Context: an optimization exercise on an open-source flow, tuned for small area. The choices shown serve that exercise and are no tape-out recipe. In this exercise RTL edits were held to simulation tests only and were not proved equivalent to the original. No run shown here takes its clock network from TritonCTS; it comes from the design's own scripts or RTL. The clock port is modelled as an ideal driver, which makes a skipped or thinned clock tree look cheaper than it is; a real chip needs a root buffer or a tree. No activity file was given, so power comes from the tool's default toggle rates.

## flow/flow/run.sh

```bash
#!/bin/bash
# Layout flow: the standard flow (standard.sh, same make targets and
# settings) with these changes:
#  - synthesis maps the logic with an area-oriented ABC script (area.abc)
#    instead of ORFS's, which buffers and upsizes for speed; the flip-flops
#    are mapped before ABC runs, exactly as in the standard synthesis. The
#    standard synthesis is run first and its flip-flops (names and cell types)
#    are compared with ours; if they differ the standard synthesis is used;
#  - input and output ports are buffered with buf_1 cells;
#  - the clock tree is built by manual_cts.tcl: 9 clkbuf_4 cells, each driving
#    one cluster of flip-flops, fed by one clkbuf_4 on the clock port.
# Each tool's full output is in orfs/logs/ (std_logs/ for the standard
# synthesis); make's output is in std_synth.log and flow.log.
set -euo pipefail
W=$(pwd)
NL=orfs/results/sky130hd/shizhong/base/1_2_yosys.v

bash standard.sh synth > std_synth.log 2>&1
python3 flow/regnames.py $NL > std_regs.txt
cp $NL std_1_2_yosys.v
mv orfs/logs std_logs
rm -rf orfs

cat flow/abc_override.tcl synth_recipe.tcl > my_synth.tcl
sed -e "s|SYNTH_SCRIPT=[^ ]*synth_recipe.tcl|SYNTH_SCRIPT=$W/my_synth.tcl|" standard.sh > my_standard.sh
grep -q "SYNTH_SCRIPT=$W/my_synth.tcl" my_standard.sh
export MY_ABC_SCRIPT=$W/flow/area.abc
bash my_standard.sh synth > flow.log 2>&1
python3 flow/regnames.py $NL > my_regs.txt
if ! cmp -s std_regs.txt my_regs.txt || [ ! -s my_regs.txt ]; then
  echo "flip-flops differ from the standard synthesis; using it" | tee -a flow.log
  rm -rf orfs
  cp standard.sh my_standard.sh
fi

export BUFFER_PORTS_ARGS="-buffer_cell sky130_fd_sc_hd__buf_1"
export PRE_CTS_TCL=$W/flow/manual_cts.tcl
export MANUAL_CTS_LEAVES=9
export MANUAL_CTS_ROOTS=1
export MANUAL_CTS_LEAF_BUF=sky130_fd_sc_hd__clkbuf_4
export MANUAL_CTS_ROOT_BUF=sky130_fd_sc_hd__clkbuf_4
bash my_standard.sh >> flow.log 2>&1
```

## flow/flow/abc_override.tcl

```tcl
# Prepended to synth_recipe.tcl: run ABC's technology mapping with the area
# script in MY_ABC_SCRIPT instead of ORFS's. Everything else in the
# synthesis, flip-flop mapping included, is unchanged.
proc abc {args} {
  set i [lsearch -exact $args -script]
  if { $i >= 0 } {
    set args [lreplace $args [expr {$i + 1}] [expr {$i + 1}] $::env(MY_ABC_SCRIPT)]
  }
  yosys abc {*}$args
}
```

## flow/flow/area.abc

```
strash
&get -n
&fraig -x
&put
scorr
dc2
strash
&get -n
&dch -f
&nf -a
&put
```

## flow/flow/manual_cts.tcl

```tcl
# Clock tree made by hand, in place of clock_tree_synthesis. The flip-flop
# clock pins are split into MANUAL_CTS_LEAVES clusters (k-means on their
# placed locations), each driven by one MANUAL_CTS_LEAF_BUF clock buffer
# placed at the cluster's centre. The leaf buffers are in turn split into
# MANUAL_CTS_ROOTS clusters, each driven by one MANUAL_CTS_ROOT_BUF, and the
# clock port drives the root buffers (or the leaf buffers if there are no roots).

proc mcts_kmeans {pts k} {
  # pts: list of {x y}; returns list of cluster indices
  set n [llength $pts]
  set sorted [lsort -real -index 0 $pts]
  set cx {}; set cy {}
  for {set j 0} {$j < $k} {incr j} {
    set s [lindex $sorted [expr {int(($j + 0.5) * $n / $k)}]]
    lappend cx [lindex $s 0]; lappend cy [lindex $s 1]
  }
  set assign {}
  for {set iter 0} {$iter < 100} {incr iter} {
    set assign {}
    foreach p $pts {
      set best 0; set bd 1e30
      for {set j 0} {$j < $k} {incr j} {
        set dx [expr {[lindex $p 0] - [lindex $cx $j]}]
        set dy [expr {[lindex $p 1] - [lindex $cy $j]}]
        set d [expr {$dx * $dx + $dy * $dy}]
        if {$d < $bd} {set bd $d; set best $j}
      }
      lappend assign $best
    }
    set sx [lrepeat $k 0.0]; set sy [lrepeat $k 0.0]; set sc [lrepeat $k 0]
    foreach p $pts a $assign {
      lset sx $a [expr {[lindex $sx $a] + [lindex $p 0]}]
      lset sy $a [expr {[lindex $sy $a] + [lindex $p 1]}]
      lset sc $a [expr {[lindex $sc $a] + 1}]
    }
    for {set j 0} {$j < $k} {incr j} {
      if {[lindex $sc $j] > 0} {
        lset cx $j [expr {[lindex $sx $j] / [lindex $sc $j]}]
        lset cy $j [expr {[lindex $sy $j] / [lindex $sc $j]}]
      }
    }
  }
  return [list $assign $cx $cy]
}

proc mcts_add_buffers {block master prefix k cx cy drv_net} {
  set nets {}
  for {set j 0} {$j < $k} {incr j} {
    set inst [odb::dbInst_create $block $master "${prefix}_$j"]
    set net [odb::dbNet_create $block "${prefix}_net_$j"]
    $net setSigType CLOCK
    [$inst findITerm A] connect $drv_net
    [$inst findITerm X] connect $net
    $inst setLocation [expr {int([lindex $cx $j])}] [expr {int([lindex $cy $j])}]
    $inst setPlacementStatus PLACED
    lappend nets $net
  }
  return $nets
}

proc manual_clock_tree {args} {
  set nleaf $::env(MANUAL_CTS_LEAVES)
  set nroot $::env(MANUAL_CTS_ROOTS)
  set db [ord::get_db]
  set block [ord::get_db_block]
  set clk [[[$block findBTerm clk] getNet] getName]
  set clk [$block findNet $clk]
  set sinks {}; set pts {}
  foreach it [$clk getITerms] {
    set bb [[$it getInst] getBBox]
    lappend sinks $it
    lappend pts [list [expr {([$bb xMin] + [$bb xMax]) / 2.0}] [expr {([$bb yMin] + [$bb yMax]) / 2.0}]]
  }
  lassign [mcts_kmeans $pts $nleaf] lassign lcx lcy
  # leaf buffers first hang on the clock net; re-hung on roots below
  set leafnets [mcts_add_buffers $block [$db findMaster $::env(MANUAL_CTS_LEAF_BUF)] clkbuf_leaf $nleaf $lcx $lcy $clk]
  foreach it $sinks a $lassign {
    $it disconnect
    $it connect [lindex $leafnets $a]
  }
  if {$nroot > 0} {
    set lpts {}
    foreach x $lcx y $lcy { lappend lpts [list $x $y] }
    lassign [mcts_kmeans $lpts $nroot] rassign rcx rcy
    set rootnets [mcts_add_buffers $block [$db findMaster $::env(MANUAL_CTS_ROOT_BUF)] clkbuf_root $nroot $rcx $rcy $clk]
    for {set j 0} {$j < $nleaf} {incr j} {
      set it [[$block findInst "clkbuf_leaf_$j"] findITerm A]
      $it disconnect
      $it connect [lindex $rootnets [lindex $rassign $j]]
    }
  }
  foreach n [$clk getITerms] { puts "manual clock tree: clock port drives [[$n getInst] getName]" }
  for {set j 0} {$j < $nleaf} {incr j} {
    set net [$block findNet "clkbuf_leaf_net_$j"]
    puts "manual clock tree: clkbuf_leaf_$j drives [llength [$net getITerms]] pins"
  }
}

# Used as PRE_CTS_TCL: ORFS's cts.tcl then calls clock_tree_synthesis, which
# now builds the tree above; its placement legalisation and timing repair
# run as usual.
rename clock_tree_synthesis orfs_clock_tree_synthesis
proc clock_tree_synthesis {args} {
  manual_clock_tree
  set_propagated_clock [all_clocks]
}
```

## flow/flow/regnames.py

```python
# Prints the flip-flops (instance name and cell type without drive strength)
# of a Yosys netlist, one per line, sorted.
import re, sys
cells = re.findall(r'^\s*(sky130_fd_sc_hd__(?:df|edf|sdf)\w*?)(?:_\d+)?\s+(\S+)\s*\(', open(sys.argv[1]).read(), re.M)
for name, cell in sorted((n, c) for c, n in cells):
    print(name, cell)
```

## flow/standard.sh

```bash
#!/bin/bash
# synth_recipe.tcl (not shown) runs the flow's synth.tcl, then flattens the netlist and writes it again
# the make line also repeats each setting of config.mk as NAME=value (left out here)
make -C /OpenROAD-flow-scripts/flow DESIGN_CONFIG=/design/flow/config.mk WORK_HOME=/design/flow/orfs CLKGATE_MAP_FILE= SYNTH_SCRIPT=/design/flow/synth_recipe.tcl "${@:-finish}"
```

## flow/config.mk

```make
export PLATFORM = sky130hd
export DESIGN_NAME = shizhong
export DESIGN_NICKNAME = shizhong
export VERILOG_FILES = /design/flow/design.v
export SDC_FILE = /design/flow/constraint.sdc
export NUM_CORES = 4
export LEC_CHECK = 0
export ABC_AREA = 1
export CAP_MARGIN = 20
export CORE_MARGIN = 2
export CORE_UTILIZATION = 65
export SLEW_MARGIN = 20
```

## flow/constraint.sdc

```tcl
create_clock -name core_clock -period 10.0 [get_ports {clk}]
set_input_delay 2.0000 -clock core_clock [delete_from_list [all_inputs] [get_ports {clk}]]
set_output_delay 2.0000 -clock core_clock [all_outputs]
set_load 0.01 [all_outputs]
```

## flow/design.v

```verilog
module beep(clk, rst_n, key, beep_out);
	input clk, rst_n;
	input [3:0] key;
	output reg beep_out;
	localparam [15:0] X  = 16'hd020;   
	localparam [15:0] T0 = 16'hdc20;   
	localparam [15:0] T1 = 16'hd164;   
	localparam [15:0] T2 = 16'hd133;   
	localparam [15:0] T3 = 16'h9130;   
	reg [15:0] s;
	reg [15:0] lim;
	always @(*)
		case (key)
			4'b1110: lim = T0;
			4'b1101: lim = T1;
			4'b1011: lim = T2;
			4'b0111: lim = T3;
			default: lim = X;
		endcase
	wire eq = (s == lim);
	wire f = s[15] ^ s[13] ^ s[11] ^ s[0] ^ ~|s[14:0];
	always @(posedge clk)
		s <= (eq | ~rst_n) ? X : {s[14:0], f};
	always @(posedge clk or negedge rst_n)
		if (!rst_n)
			beep_out <= 1'b1;
		else
			beep_out <= beep_out ^ eq;
endmodule
module counter(clk, rst_n, kl, dml, mh, lmh, fl, lfl, fh, lfh, hl, lhl, hh, lhh);
	input clk, rst_n;
	input [3:0] kl;
	output reg [3:0] dml;
	output reg [2:0] mh, fh;
	output reg [3:0] fl, hl;
	output reg [1:0] hh;
	output reg lmh, lfh, lhh;
	output reg [1:0] lfl, lhl;
	reg stop;
	reg [7:0] tc;    
	reg [3:0] ml;
	wire flag   = tc[7] & tc[6] & tc[2] & tc[1] & tc[0];
	wire ovf_ml = ml[3] & ml[1];
	wire ovf_mh = mh[2] & mh[1];
	wire ovf_fl = fl[3] & fl[1];
	wire ovf_fh = fh[2] & fh[1];
	wire ovf_h  = hh[1] ? hl[2] : (hl[3] & hl[1]);
	wire st_ml  = flag | kl[2];
	wire st_mh  = ovf_ml;
	wire st_fl  = ovf_mh | kl[3];
	wire st_fh  = ovf_fl;
	wire st_hl  = ovf_fh | kl[1];
	wire en = ~stop;
	wire [7:0] tc_n;
	wire [7:0] cy = {en & (&tc[6:0]), en & (&tc[5:0]), en & (&tc[4:0]), en & (&tc[3:0]),
			en & (&tc[2:0]), en & (&tc[1:0]), en & tc[0], en};
	wire clr = en & flag;
	assign tc_n[2:0] = tc[2:0] ^ cy[2:0];
	assign tc_n[3] = tc[3] ^ (cy[3] & ~(tc[7] & tc[6]));
	assign tc_n[5:4] = tc[5:4] ^ cy[5:4];
	assign tc_n[7:6] = (tc[7:6] ^ cy[7:6]) & {2{~clr}};
	wire [3:0] ml_n = {(ml[3] & ~ml[1]) | (st_ml & ml[0] & ml[1] & ml[2]),
			ml[2] ^ (st_ml & ml[0] & ml[1]),
			(ml[1] & ~ml[3]) ^ (st_ml & ml[0]),
			(ml[0] ^ st_ml) & ~(ml[3] & ml[1])};
	wire [3:0] fl_n = {(fl[3] & ~fl[1]) | (st_fl & fl[0] & fl[1] & fl[2]),
			fl[2] ^ (st_fl & fl[0] & fl[1]),
			(fl[1] & ~fl[3]) ^ (st_fl & fl[0]),
			(fl[0] ^ st_fl) & ~(fl[3] & fl[1])};
	wire [2:0] mh_n = {(mh[2] ^ (st_mh & mh[0] & mh[1])) & ~(mh[2] & mh[1]),
			(mh[1] & ~mh[2]) ^ (st_mh & mh[0]),
			mh[0] ^ st_mh};
	wire [2:0] fh_n = {(fh[2] ^ (st_fh & fh[0] & fh[1])) & ~(fh[2] & fh[1]),
			(fh[1] & ~fh[2]) ^ (st_fh & fh[0]),
			fh[0] ^ st_fh};
	always @(posedge clk or negedge rst_n)
		if (!rst_n) begin
			stop <= 1'b0;
			tc <= 8'd0;
			ml <= 4'd0; mh <= 3'd0; fl <= 4'd0; fh <= 3'd0; hl <= 4'd0; hh <= 2'd0;
			lhh <= 1'b0;
		end else begin
			stop <= stop ^ kl[0];
			tc <= tc_n;
			ml <= ml_n;
			mh <= mh_n;
			fl <= fl_n;
			fh <= fh_n;
			if (ovf_h)  hl <= 4'd0; else if (st_hl) hl <= hl + 4'd1;
			if (ovf_h)  hh <= {hh[0], ~hh[0] & ~hh[1]};
			lhh <= ovf_h;
		end
	always @(posedge clk) begin
		if (!ovf_ml && !st_ml) dml <= ml;
		lmh <= ovf_mh | st_mh;
		lfh <= ovf_fh | st_fh;
		lfl <= (ovf_fl | st_fl) ? lfl + 2'd1 : 2'd0;
		lhl <= (ovf_h  | st_hl) ? lhl + 2'd1 : 2'd0;
	end
endmodule
module display(clk, rst_n, dml, mh, lmh, fl, lfl, fh, lfh, hl, lhl, hh, lhh, sel, seg);
	input clk, rst_n;
	input [3:0] dml, fl, hl;
	input [2:0] mh, fh;
	input [1:0] hh, lfl, lhl;
	input lmh, lfh, lhh;
	output reg [2:0] sel;
	output [7:0] seg;
	reg [2:0] dc;
	reg [3:0] sd;    
	wire dc4 = dc[2] & ~dc[1];
	wire dc0 = ~dc[2] & ~dc[0];
	wire s5 = sel[2] & ~sel[1] & sel[0];
	wire [2:0] sel_n = dc0 ? (s5 ? 3'd0 : sel + 3'd1) : sel;
	reg [3:0] c;
	reg [1:0] lag;
	always @(*)
		case (sel_n)
			3'd0: begin c = {2'b00, hh}; lag = {1'b0, lhh}; end
			3'd1: begin c = hl; lag = lhl; end
			3'd2: begin c = {1'b0, fh}; lag = {1'b0, lfh}; end
			3'd3: begin c = fl; lag = lfl; end
			3'd4: begin c = {1'b0, mh}; lag = {1'b0, lmh}; end
			default: begin c = dml; lag = 2'd0; end
		endcase
	wire [4:0] diff = {1'b0, c} - {3'b000, lag};
	wire [3:0] r = diff[3:0];
	reg [3:0] w;
	always @(*)
		case (sel_n)
			3'd0: w = 4'd2;
			3'd1: w = (hh == 2'd0) ? {3'b001, ~r[0]} : {3'b100, ~r[0]};
			3'd3: w = {3'b100, ~r[0]};
			default: w = 4'd5;
		endcase
	wire [3:0] val = diff[4] ? w : r;
	always @(posedge clk or negedge rst_n)
		if (!rst_n) begin
			dc <= 3'd0;
			sel <= 3'd7;
		end else begin
			dc <= {dc[1], dc[0], ~(dc[2] | dc[1])};
			sel <= sel_n;
		end
	always @(posedge clk)
		if (!dc4) sd <= val;
	wire [3:0] v = sd;
	wire [6:0] s;
	assign s[0] = (v[2]&~v[1]&~v[0]) | (~v[3]&~v[2]&~v[1]&v[0]);
	assign s[1] = v[2] & (v[1] ^ v[0]);
	assign s[2] = ~v[2] & v[1] & ~v[0];
	assign s[3] = (v[2]&~v[1]&~v[0]) | (v[2]&v[1]&v[0]) | (~v[3]&~v[2]&~v[1]&v[0]);
	assign s[4] = v[0] | (v[2]&~v[1]);
	assign s[5] = (v[1]&v[0]) | (~v[2]&v[1]) | (~v[3]&~v[2]&v[0]);
	assign s[6] = (v[2]&v[1]&v[0]) | (~v[3]&~v[2]&~v[1]);
	assign seg = {1'b1, s | {7{~rst_n}}};
endmodule
module key_module(clk, rst_n, key, kl);
	input clk, rst_n;
	input [3:0] key;
	output reg [3:0] kl;
	reg [5:0] kc;
	reg kp;          
	wire k40 = kc[4] & kc[3] & ~kc[1] & ~kc[0];
	always @(posedge clk) begin
		kp <= ~&key;
		kc <= (k40 | ~rst_n) ? 6'h02 : {kc[4:0], kc[5] ^ kc[0]};
		kl <= {4{k40 & kp & rst_n}} & ~key;
	end
endmodule
module shizhong(clk, key, rst_n, seg, sel, beep_out);
	input clk, rst_n;
	input [3:0] key;
	output [7:0] seg;
	output [2:0] sel;
	output beep_out;
	wire [3:0] kl;
	wire [3:0] dml, fl, hl;
	wire [2:0] mh, fh;
	wire [1:0] hh, lfl, lhl;
	wire lmh, lfh, lhh;
	key_module key_module(.clk(clk), .rst_n(rst_n), .key(key), .kl(kl));
	counter counter(.clk(clk), .rst_n(rst_n), .kl(kl), .dml(dml),
		.mh(mh), .lmh(lmh), .fl(fl), .lfl(lfl), .fh(fh), .lfh(lfh),
		.hl(hl), .lhl(lhl), .hh(hh), .lhh(lhh));
	display display(.clk(clk), .rst_n(rst_n), .dml(dml),
		.mh(mh), .lmh(lmh), .fl(fl), .lfl(lfl), .fh(fh), .lfh(lfh),
		.hl(hl), .lhl(lhl), .hh(hh), .lhh(lhh), .sel(sel), .seg(seg));
	beep beep(.clk(clk), .rst_n(rst_n), .key(key), .beep_out(beep_out));
endmodule
```

==> results.json, run 1 <==
{
  "status": "finished clean",
  "vdd_drop_max_v": 0.000131,
  "tightest_slew_ps": 833,
  "hold_viol": 0,
  "vias": 2320,
  "rsz0062_at_grt": "no",
  "stdcell_count": 407,
  "ys_ff_latch": 78,
  "grt_pass1_wl_um": 9530,
  "synthFlopType": "dfxtp_1",
  "yosysTopAreaCell": "dfrtp_1",
  "ys_top_cells_by_area": "dfrtp_1, dfxtp_1, edfxtp_1",
  "initialDrtViolationCount": 146,
  "placed_area_sq_mm": 0.00344,
  "fin_crit_sh": 0.524,
  "finalInstanceArea_sq_mm": 0.00352,
  "final-setup-viol-count": 0,
  "wl_um": 5590,
  "hold_class": "reg2reg",
  "power_leakage_uw": 0.00152,
  "synth_nets": 333,
  "synth_cell_types": 44,
  "initial_core_util": 0.685,
  "ant_nets": 0,
  "fp.coreArea_sq_mm": 0.00482,
  "drive_gt1_frac": 0.0471,
  "area_growth_pct": 6.68,
  "cp.arrival_ps": 3240,
  "grt_max_degree": 47,
  "avgSynthCellArea_sq_um": 10.5,
  "dr.pass1.iters": 4,
  "dp_cells": 397,
  "finalClockSkew_ps": 26.7,
  "multiInputGateArea_sq_mm": 0.00141,
  "synth_edf_count": 8,
  "viasPerCell": 5.70,
  "grt_antenna_before_repair": 0,
  "place_congestion": 0.827,
  "finalCriticalPeriod_ps": 5240,
  "layout.nets": 361,
  "grt.overflow.total": 0,
  "wl_per_cell_um": 13.7,
  "required_ps": 8000,
  "cts_setup_buffers": 0,
  "ys_async_sr_fraction": 0.474,
  "n_fill_cell": 363,
  "cts-resized-gates": 0,
  "end_kind": "primary output",
  "num_antenna_cells": 0,
  "dp_hpwl_um": 4190,
  "grtUsageTotal": 0.213,
  "syn-cell-area_sq_mm": 0.00330,
  "dieWidth_um": 75.2,
  "route.detailed.drc": 0,
  "r2r_slack_ps": 6270,
  "worstSkewPairLatency_ps": 410,
  "synth_top_area_frac": 0.250,
  "portBuffers": 16,
  "postCtsHoldBufs": 0,
  "power_density_mw_per_mm2": 158,
  "setup_tns_ps": 0,
  "grt_pass1_vias": 2107,
  "critPathLaunchType": "input port",
  "die_area_sq_mm": 0.00566,
  "io_pins": 18,
  "rows": 25,
  "relSlewSlack": 0.443,
  "die_y_um": 75.2,
  "crit_path_max_fanout": 46,
  "seq_area_sq_mm": 0.00183,
  "crit_type": "in2out",
  "finalPower_uw": 556,
  "synth-seq-area-share": 0.555,
  "synthesis.instances": 314,
  "fmax_mhz": 191,
  "cap_violations": 0,
  "yosysWarnings": 4,
  "clkSlewWorstSetupHoldPaths_ps": 80,
  "slew_violations": 0
}
area by class of cell:
type	count	share of cell area
buffer	10	0.0213
multi-input combinational	221	0.400
inverter	14	0.0149
sequential	78	0.521
tap	67	0.0238
timing repair buffer	17	0.0196
synth_stat cells (2+ instances only):
library cell / number
dfrtp_1: 33
dfxtp_1: 33
nor2_1: 30
and2_0: 25
nand2_1: 24
a21oi_1: 23
clkinv_1: 14
ha_1: 12
xnor2_1: 9
a22oi_1: 8
edfxtp_1: 8
nor3_1: 8
xor2_1: 8
a21o_1: 7
nand2b_1: 7
o21ai_0: 6
nand3_1: 5
nand4b_1: 5
a222oi_1: 4
dfstp_2: 4
nand4_1: 4
nor2b_1: 4
nor4_1: 4
a211oi_1: 3
a31oi_1: 3
and3_1: 3
o21a_1: 2
or3b_1: 2
cell families after synthesis:
| family | share of synthesized area |
|---|---|
| DFF | 0.555 |
| buffers and inverters | 0.0182 |
| AOI/OAI and AO/OA | 0.128 |
| and+or+nand+nor | 0.201 |
| other | 0.00114 |
| adders and majority gates | 0.0516 |
| xor gates and xnor gates | 0.0451 |
power breakdown:
part	internal, uW	switching, uW	leakage [uW]
registers	347	19.9	0.000846
logic	26.7	30.5	0.000623
clock network	46.3	86.1	0.0000460
routing by layer:
metal / up-vias / routed length, um / track usage
li1: 1172 / - / -
met1: 1099 / 2810 / 0.338
met2: 41 / 2510 / 0.319
met3: 8 / 190 / 0.0228
met4: 0 / 87 / 0.0468
met5: - / 0 / 0
through the flow:
step / setup WS, ps / util / hold WS (ps)
6_report: 4760 / 0.730 / 403
2_1_floorplan: 5440 / - / 367
5_1_grt: 4560 / 0.730 / 424
3_3_place_gp: 4740 / 0.715 / 371
3_5_place_dp: 4720 / 0.715 / 385
4_1_cts: 4700 / 0.730 / 403
flip-flops by register name, summed over array words and instances, names as in the netlist, 2 cells and up:
register / cells
counter.fl: 4
counter.hh: 2
counter.lfl: 2
key_module.kc: 6
counter.ml: 4
display.sd: 4
counter.tc: 8
display.dc: 3
beep.s: 16
counter.hl: 4
counter.mh: 3
counter.dml: 4
counter.lhl: 2
counter.fh: 3
key_module.kl: 4
display.sel: 3
worst paths after layout:
check / cells after the start / from / to
min in group asynchronous: 2 / rst_n / counter.ml[1]$_DFF_PN0_
worst max-delay path: 7 / rst_n / seg[3]
max in group asynchronous: 2 / rst_n / counter.ml[3]$_DFF_PN0_
worst min register to register: 0 / display.dc[1]$_DFF_PN0_ / display.dc[2]$_DFF_PN0_
worst max register to register: 12 / display.sel[0]$_DFF_PN1_ / display.sd[0]$_DFFE_PN_
worst min-delay path: 0 / display.dc[1]$_DFF_PN0_ / display.dc[2]$_DFF_PN0_
cells in the final DEF, fill, tap and decap left out, drive strengths merged, types with 11 or more instances in the layout:
cell type  netlist  layout
clkbuf           0      11
ha              12      12
dfrtp           33      33
dfxtp           33      33
a21oi           23      23
nor2            30      30
and2            25      25
nand2           24      24
clkinv          14      14
buf              1      16
worst max-delay path: stages:
cell and delay (ps):
clkbuf_2 80, buf_4 430, o21ai_0 170, nor2_1 170, a21oi_1 70, a31o_1 190, buf_1 120
==> run 2: changes to the inputs <==
--- a/flow/design.v
+++ b/flow/design.v
@@ -73,7 +73,7 @@
 	wire [2:0] fh_n = {(fh[2] ^ (st_fh & fh[0] & fh[1])) & ~(fh[2] & fh[1]),
 			(fh[1] & ~fh[2]) ^ (st_fh & fh[0]),
 			fh[0] ^ st_fh};
-	always @(posedge clk or negedge rst_n)
+	always @(posedge clk)
 		if (!rst_n) begin
 			stop <= 1'b0;
 			tc <= 8'd0;
@@ -134,14 +134,16 @@
 			default: w = 4'd5;
 		endcase
 	wire [3:0] val = diff[4] ? w : r;
+	always @(posedge clk)
+		if (!rst_n)
+			dc <= 3'd0;
+		else
+			dc <= {dc[1], dc[0], ~(dc[2] | dc[1])};
 	always @(posedge clk or negedge rst_n)
-		if (!rst_n) begin
-			dc <= 3'd0;
+		if (!rst_n)
 			sel <= 3'd7;
-		end else begin
-			dc <= {dc[1], dc[0], ~(dc[2] | dc[1])};
+		else
 			sel <= sel_n;
-		end
 	always @(posedge clk)
 		if (!dc4) sd <= val;
 	wire [3:0] v = sd;
--- a/flow/flow/run.sh
+++ b/flow/flow/run.sh
@@ -2,7 +2,8 @@
 # Layout flow: the standard flow (standard.sh, same make targets and
 # settings) with these changes:
 #  - synthesis maps the logic with an area-oriented ABC script (area.abc)
-#    instead of ORFS's, which buffers and upsizes for speed; the flip-flops
+#    instead of ORFS's, which buffers and upsizes for speed, and leaves
+#    adders to ABC (no full/half-adder cells, no alumacc); the flip-flops
 #    are mapped before ABC runs, exactly as in the standard synthesis. The
 #    standard synthesis is run first and its flip-flops (names and cell types)
 #    are compared with ours; if they differ the standard synthesis is used;
@@ -22,7 +23,7 @@
 rm -rf orfs
 
 cat flow/abc_override.tcl synth_recipe.tcl > my_synth.tcl
-sed -e "s|SYNTH_SCRIPT=[^ ]*synth_recipe.tcl|SYNTH_SCRIPT=$W/my_synth.tcl|" standard.sh > my_standard.sh
+sed -e "s|SYNTH_SCRIPT=[^ ]*synth_recipe.tcl|SYNTH_SCRIPT=$W/my_synth.tcl ADDER_MAP_FILE= SYNTH_OPERATIONS_ARGS=-noalumacc|" standard.sh > my_standard.sh
 grep -q "SYNTH_SCRIPT=$W/my_synth.tcl" my_standard.sh
 export MY_ABC_SCRIPT=$W/flow/area.abc
 bash my_standard.sh synth > flow.log 2>&1
==> run 2 against run 1 <==
Critical path type unchanged. Synthesized cell count rose by 6.1%. Still clean on timing, DRC and antenna. Sequential cell count did not move. Utilization fell by 1.7 points.
==> results.json, run 2 <==
{
  "grt_pass1_vias": 2209,
  "critPathLaunchType": "input port",
  "grt_pass1_wl_um": 9550,
  "route.detailed.drc": 0,
  "slew_violations": 0,
  "grtUsageTotal": 0.217,
  "viasPerCell": 5.92,
  "dp_hpwl_um": 4030,
  "power_leakage_uw": 0.00125,
  "largest_reg_flops": 16,
  "portBuffers": 16,
  "vias": 2449,
  "final-setup-viol-count": 0,
  "synthesis.instances": 333,
  "io_pins": 18,
  "die_area_sq_mm": 0.00540,
  "grt_antenna_before_repair": 0,
  "dr.pass1.iters": 6,
  "top_register": "beep.s",
  "status": "finished clean",
  "synthFlopType": "dfxtp_1",
  "die_y_um": 73.5,
  "vdd_drop_max_v": 0.000120,
  "fp.coreArea_sq_mm": 0.00469,
  "stdcell_count": 414,
  "power_density_mw_per_mm2": 179,
  "rsz0062_at_grt": "no",
  "hold_class": "reg2reg",
  "initial_core_util": 0.669,
  "yosysTopAreaCell": "dfxtp_1",
  "finalClockSkew_ps": 42.9,
  "tightest_slew_ps": 1010,
  "postCtsHoldBufs": 0,
  "drive_gt1_frac": 0.0444,
  "crit_path_max_fanout": 41,
  "synth_edf_count": 8,
  "grt_max_degree": 42,
  "dieWidth_um": 73.5,
  "synth_top_cells_by_count": "dfxtp_1, nor2_1, a21oi_1",
  "clkSlewWorstSetupHoldPaths_ps": 100,
  "fmax_mhz": 198,
  "cts_setup_buffers": 0,
  "cap_violations": 0,
  "ys_async_sr_fraction": 0.0513,
  "hold_viol": 0,
  "initialDrtViolationCount": 146,
  "ys_ff_latch": 78,
  "top_regs": "beep.s x16, counter.tc x8, key_module.kc x6",
  "yosysWarnings": 4,
  "cts-resized-gates": 0,
  "synth_nets": 339,
  "ant_nets": 0,
  "dp_cells": 404,
  "wl_um": 5660,
  "worstSkewPairLatency_ps": 440,
  "relSlewSlack": 0.318,
  "place_congestion": 0.914,
  "setup_tns_ps": 0,
  "grt.overflow.total": 0,
  "syn-cell-area_sq_mm": 0.00314,
  "rows": 25,
  "synth_top_area_frac": 0.421,
  "ys_top_cells_by_area": "dfxtp_1, edfxtp_1, and2_0",
  "required_ps": 8000,
  "area_growth_pct": 6.70,
  "layout.nets": 368,
  "mostFrequentLayoutCells": "dfxtp_1, nor2_1, a21oi_1, and2_0",
  "synth_cell_types": 45,
  "fin_crit_sh": 0.506,
  "avgSynthCellArea_sq_um": 9.43,
  "finalCriticalPeriod_ps": 5060,
  "num_antenna_cells": 0,
  "end_kind": "primary output",
  "final_common_cell": "dfxtp_1",
  "synth-seq-area-share": 0.531,
  "cp.arrival_ps": 3060,
  "synth.most_common_cell": "dfxtp_1",
  "crit_type": "in2out",
  "wl_per_cell_um": 13.7
}
[run 2: cell count changes in the layout (fill, tap and decap cells not counted), moves of 4 or more]
| cell | before | now |
|---|---|---|
| a22oi_1 | 8 | 1 |
| clkinv_1 | 14 | 8 |
| dfrtp_1 | 33 | 0 |
| dfxtp_1 | 33 | 66 |
| ha_1 | 12 | 0 |
| nand2b_1 | 7 | 12 |
| nand3_1 | 5 | 10 |
| nand4_1 | 4 | 10 |
| nor2b_1 | 4 | 8 |
| o21ai_0 | 6 | 23 |
[run 2: kinds of logic after synthesis]
kind of cell / after synthesis / share of synthesized area
XOR/XNOR: 13 / 0.0363
adder cells (fa/ha/maj): 1 / 0.00319
AND/OR/NAND/NOR: 152 / 0.258
multiplexers: 3 / 0.00996
other: 1 / 0.00119
buffers and inverters: 9 / 0.0120
AO/OA/AOI/OAI: 76 / 0.149
flip-flops: 78 / 0.531
[run 2: final cells by class]
| class | count | area [sq um] |
|---|---|---|
| flip-flops and latches | 78 | 1670 |
| multi-input cells | 246 | 1440 |
| fillers | 374 | 1340 |
| repair buffers | 18 | 75.1 |
| plain buffers | 10 | 75.1 |
| well taps | 54 | 67.6 |
| inverters | 8 | 30.0 |
[run 2: final timing paths]
kind	slack (ps)	end	cells past startpoint	from
max in group asynchronous	8120	beep.beep_out$_DFF_PN1_	2	rst_n
max	4940	seg[3]	7	rst_n
min in group asynchronous	1850	display.sel[0]$_DFF_PN1_	2	rst_n
min	430	counter.stop$_SDFF_PN0_	1	key_module.kl[0]$_DFF_P_
max reg2reg	6020	display.sd[1]$_DFFE_PN_	9	display.sel[0]$_DFF_PN1_
min reg2reg	430	counter.stop$_SDFF_PN0_	1	key_module.kl[0]$_DFF_P_
[run 2: routing by layer]
layer | track usage | wire, um
met1 | 0.280 | 2560
met2 | 0.374 | 2670
met3 | 0.0370 | 317
met4 | 0.0606 | 112
met5 | 0 | 0
[run 2: worst max-delay path, stage by stage]
cell      delay (ps)
buf_1             60
buf_4            330
o21ai_0          150
nor2_1           150
a21oi_1           70
o21bai_1         150
buf_1            120
[run 2: per-stage QoR]
stage	instance area [sq um]	setup slack [ps]	hold slack (ps)	utilization	power (uW)
floorplan	3140	5440	404	-	437
finish	3350	4940	430	0.714	600
detailed placement	3270	4930	421	0.698	471
global route	3350	4810	464	0.714	634
CTS	3350	4920	434	0.714	603
global placement	3270	4950	418	0.698	469
[run 2: power by group]
group | total (uW) | internal (uW) | switching [uW]
sequential | 354 | 338 | 16.3
clock | 135 | 46.2 | 88.3
combinational | 111 | 40.9 | 70.5
total | 600 | 425 | 175

==> static timing again, ports no longer ideal <==
The flow's constraints put no driver on any port. The routed layouts listed below were extracted and timed again, unchanged, in two steps. Step 1 sets driving cells, clkbuf_16 on the clock port and buf_2 on the other inputs (assumed; they add their load-dependent delay and slew). Step 2 times the ports against the registers' clock, not the clock port: input delays grow and output delays shrink by t, the midpoint of the rising clock arrivals with the driver on. Slacks: ideal / step 1 / step 2; pairs: ideal / step 1.
run | t (ns) | slack for setup (ns) | clock arrival spread, ns | slew at the worst register clock pin (ns) | worst slew at a driven data input, ns
run 1 | 0.424 | 4.762 / 4.735 / 4.735 | 0.029 / 0.029 | 0.10 / 0.10 | 0.03
run 2 | 0.449 | 4.944 / 4.920 / 4.920 | 0.043 / 0.043 | 0.12 / 0.12 | 0.03
After both steps every run listed still meets setup and hold. The setup slack of run 1, which loses most, moves by -0.027 ns with the drivers and by -0.027 ns with both steps.
